This design comes from an exercise in tuning for small area, a short achievable clock period and few clock cycles on the open sky130 flow, not from production work. In this exercise RTL edits were held to simulation tests only and were not proved equivalent to the original. No activity file was given, so power comes from the tool's default toggle rates.

== cedar ==
## sw
module sw(i0, i1, i2, i3, o0, o1, o2, o3, clk, rst);
  input clk, rst;
  input [9:0] i0, i1, i2, i3;
  output [9:0] o0, o1, o2, o3;
  wire [9:0] in [0:3];
  assign in[0] = i0; assign in[1] = i1; assign in[2] = i2; assign in[3] = i3;
  wire [8:0] f [0:3];      
  wire [3:0] av;           
  reg  [3:0] hd;           
  wire [3:0] pop;
  reg  [3:0] busy;         
  reg  [3:0] own [0:3];    
  reg  [3:0] pri [0:3];    
  reg  [9:0] ob [0:3];     
  wire [3:0] req [0:3];    
  wire [3:0] gnt [0:3];
  wire [3:0] sel [0:3];    
  genvar i, j;
  generate
    for (i = 0; i < 4; i = i + 1) begin : g_in
      fifo q(.clk(clk), .rst(rst), .din({in[i][9], in[i][7:0]}),
             .dval(in[i][9] | in[i][8]), .pop(pop[i]), .h(f[i]), .hv(av[i]));
      assign pop[i] = sel[0][i] | sel[1][i] | sel[2][i] | sel[3][i];
    end
    for (j = 0; j < 4; j = j + 1) begin : g_out
      for (i = 0; i < 4; i = i + 1) begin : g_r
        assign req[j][i] = av[i] & hd[i] & (f[i][1:0] == j);
        assign sel[j][i] = busy[j] ? (own[j][i] & av[i]) : gnt[j][i];
      end
      arb a(.req(req[j]), .pri(pri[j]), .gnt(gnt[j]));
    end
  endgenerate
  function [9:0] pick;
    input [3:0] s;
    input [8:0] f0, f1, f2, f3;
    input [3:0] h;
    begin
      pick = ({10{s[0]}} & {f0[8], ~h[0], f0[7:0]}) |
             ({10{s[1]}} & {f1[8], ~h[1], f1[7:0]}) |
             ({10{s[2]}} & {f2[8], ~h[2], f2[7:0]}) |
             ({10{s[3]}} & {f3[8], ~h[3], f3[7:0]});
    end
  endfunction
  integer k, n;
  always @(posedge clk) begin
    for (k = 0; k < 4; k = k + 1)
      ob[k] <= pick(sel[k], f[0], f[1], f[2], f[3], hd);
    if (rst) begin
      hd <= 4'b1111;
      busy <= 4'b0000;
      for (k = 0; k < 4; k = k + 1) begin
  ...
Size in the first run: about 710 flip-flops, about 82 I/O pins, roughly 31,000 um2 of cells after synthesis.
Settings: LEC_CHECK=0, CAP_MARGIN=20, CORE_MARGIN=2, CORE_UTILIZATION=40, PLACE_DENSITY=0.6, SETUP_SLACK_MARGIN=3.6, SLEW_MARGIN=20; clock period 6.0 ns.
run.sh (not shown) runs the stock make flow with config.mk's settings and CLKGATE_MAP_FILE= SYNTH_SCRIPT=/design/flow/synth_recipe.tcl, a recipe that flattens the netlist after the stock synthesis.
Testbench counts of cedar, summed over its fixed seeds: cycles 2,639.
Input changes introduced in maple (baseline for comparison: cedar):
- SETUP_SLACK_MARGIN: 3.6 -> unset
Results
Diff cedar and maple: worst hold-check slack higher in maple
Compared with cedar, in maple first-iteration DRC count saw a decrease, global-route wire length before repair saw a decrease, proportion of register bits with asynchronous set or reset after synthesis saw little to no change, sequential share of layout area saw an increase.
Between cedar and maple, portion of total power attributed to sequential cells is lower for cedar, maple comes in above that.
From cedar to maple the numbers moved as follows: highest attainable clock frequency decreased 22%, detail-routed net length per standard cell decreased about 2.2%.
Status: sequential cell count parity (maple, cedar)
Against cedar, maple comes in 0.88 ns higher on post-route minimum period.
Diff cedar -> maple | proportion of final cell area spent on non-clock buffers | decrease of 4.8 points

========
sw, a different RTL version from the one above (not shown whole).
Size: roughly 730 flip-flops, roughly 0.031 sq mm of cells after synthesis.
## sw
module sw(i0, i1, i2, i3, o0, o1, o2, o3, clk, rst);
  input clk, rst;
  input [9:0] i0, i1, i2, i3;
  output [9:0] o0, o1, o2, o3;
  wire [9:0] in [0:3];
  assign in[0] = i0; assign in[1] = i1; assign in[2] = i2; assign in[3] = i3;
  wire [8:0] f [0:3];      
  wire [3:0] av;           
  wire [3:0] rq [0:3];     
  reg  [3:0] hd;           
  reg  [3:0] str;          
  wire [3:0] pop;
  reg  [3:0] busy;         
  reg  [3:0] own [0:3];    
  reg  [9:0] ob [0:3];     
  wire [3:0] req [0:3];    
  wire [3:0] gnt [0:3];
  wire [3:0] sel [0:3];    
  wire [3:0] gin;          
  genvar i, j;
  generate
    for (i = 0; i < 4; i = i + 1) begin : g_in
      fifo q(.clk(clk), .rst(rst), .din({in[i][9], in[i][7:0]}),
             .dval(in[i][9] | in[i][8]), .pop(pop[i]), .h(f[i]), .hv(av[i]), .req(rq[i]));
      assign gin[i] = gnt[0][i] | gnt[1][i] | gnt[2][i] | gnt[3][i];
      assign pop[i] = (str[i] & av[i]) | gin[i];
    end
    for (j = 0; j < 4; j = j + 1) begin : g_out
      for (i = 0; i < 4; i = i + 1) begin : g_r
        assign req[j][i] = rq[i][j];
        assign sel[j][i] = busy[j] ? (own[j][i] & av[i]) : gnt[j][i];
      end
  ...
Settings: LEC_CHECK=0, CAP_MARGIN=20, CORE_MARGIN=2, CORE_UTILIZATION=40, CTS_BUF_LIST=sky130_fd_sc_hd__clkbuf_8, CTS_CLUSTER_DIAMETER=50, CTS_CLUSTER_SIZE=16, PLACE_DENSITY=0.6, SETUP_SLACK_MARGIN=3.6, SLEW_MARGIN=20; clock period 6.0 ns.
Testbench counts at the start, summed over its fixed seeds: cycles 2,639.
Change:
==> flow/flow/run.sh (new file) <==
#!/bin/bash
# Standard ORFS layout, with plain buffers (buf_4) on the ports instead of the
# delay-cell buffers buffer_ports picks by default, and sizing not held to
# the cell footprint.
set -euo pipefail
export BUFFER_PORTS_ARGS="-buffer_cell sky130_fd_sc_hd__buf_4"
bash standard.sh MATCH_CELL_FOOTPRINT=0 finish > orfs_make.log 2>&1
==> flow/standard.sh (new file) <==
#!/bin/bash
# synth_recipe.tcl (not shown) runs the flow's synth.tcl, then flattens the netlist and writes it again
# the make line also repeats each setting of config.mk as NAME=value (left out here)
make -C /OpenROAD-flow-scripts/flow DESIGN_CONFIG=/design/flow/config.mk WORK_HOME=/design/flow/orfs CLKGATE_MAP_FILE= SYNTH_SCRIPT=/design/flow/synth_recipe.tcl "${@:-finish}"
- SETUP_SLACK_MARGIN: 3.6 -> 3.9
removed: flow/run.sh
Final cell count rises by 2.7%.
Setup slack improved by 62 ps.
Global-route usage rises by 0.47 points.
Design area rises by 6.9%.
Worst hold slack got worse by 18 ps.
Sequential share of layout area falls by 3.5 points.
Change:
==> flow/run.sh (new file) <==
#!/bin/bash
# synth_recipe.tcl (not shown) runs the flow's synth.tcl, then flattens the netlist and writes it again
# the make line also repeats each setting of config.mk as NAME=value (left out here)
make -C /OpenROAD-flow-scripts/flow DESIGN_CONFIG=/design/flow/config.mk WORK_HOME=/design/flow/orfs CLKGATE_MAP_FILE= SYNTH_SCRIPT=/design/flow/synth_recipe.tcl finish
- CTS_BUF_LIST: sky130_fd_sc_hd__clkbuf_8 -> unset
- CTS_CLUSTER_DIAMETER: 50 -> unset
- CTS_CLUSTER_SIZE: 16 -> unset
- SETUP_SLACK_MARGIN: 3.9 -> 3.6
removed: flow/flow/run.sh
removed: flow/standard.sh
Effect:
- The new run ran to the end with no violations
- cell area falls by 4.0%
- via count shrinks by 2.1%
- count of clock-buffer cells in the layout went up by 19
- worst hold slack is better by 11 ps
- power climbs by 0.40%
- synthesized area is unchanged
- clock skew went down by 12 ps
- sequential power shrinks by about 1%
Change:
==> flow/flow/run.sh (new file) <==
#!/bin/bash
# Standard ORFS layout, with plain buffers (buf_4) on the ports instead of the
# delay-cell buffers buffer_ports picks by default.
set -euo pipefail
export BUFFER_PORTS_ARGS="-buffer_cell sky130_fd_sc_hd__buf_4"
bash standard.sh finish > orfs_make.log 2>&1
==> flow/standard.sh (new file) <==
#!/bin/bash
# synth_recipe.tcl (not shown) runs the flow's synth.tcl, then flattens the netlist and writes it again
# the make line also repeats each setting of config.mk as NAME=value (left out here)
make -C /OpenROAD-flow-scripts/flow DESIGN_CONFIG=/design/flow/config.mk WORK_HOME=/design/flow/orfs CLKGATE_MAP_FILE= SYNTH_SCRIPT=/design/flow/synth_recipe.tcl "${@:-finish}"
- CTS_BUF_LIST: unset -> sky130_fd_sc_hd__clkbuf_8
- CTS_CLUSTER_DIAMETER: unset -> 50
- CTS_CLUSTER_SIZE: unset -> 16
removed: flow/run.sh
Cell area fell by about 2.2%.
Routed wire length fell by about 0.8%.
Global-route usage fell by 0.17 points.

## port drivers added, routing unchanged
The results above use ideal ports. As a check the final layouts listed here were re-extracted and re-timed, cells and wires unchanged. Step 1 sets driving cells, clkbuf_16 on the clock port and buf_2 on the other inputs (assumed; they add their load-dependent delay and slew). Step 2 also shifts input and output timing later by t, the mid clock arrival at the registers, as if the neighbouring blocks saw the same clock. a / b / c = no drivers / after step 1 / after step 2; a / b = the first two.
run	shift t [ns]	setup WS [ns]	worst setup path at the end	worst slew at a driven data input, ns
cedar	0.685	2.907 / 2.907 / 2.413	input to register	0.04
maple	0.679	2.029 / 2.029 / 1.966	input to register	0.13
the first run of note 2	0.744	3.615 / 3.550 / 2.914	input to register	0.08
the second run of note 2	0.734	3.677 / 3.617 / 3.193	input to register	0.08
the third run of note 2	0.682	3.636 / 3.570 / 2.973	input to register	0.09
the fourth run of note 2	0.758	3.602 / 3.535 / 3.065	input to register	0.11
After both steps every run listed still meets setup and hold. For the first run of note 2, which loses most, drivers alone change the setup slack by -0.065 ns; drivers and shift together by -0.701 ns.
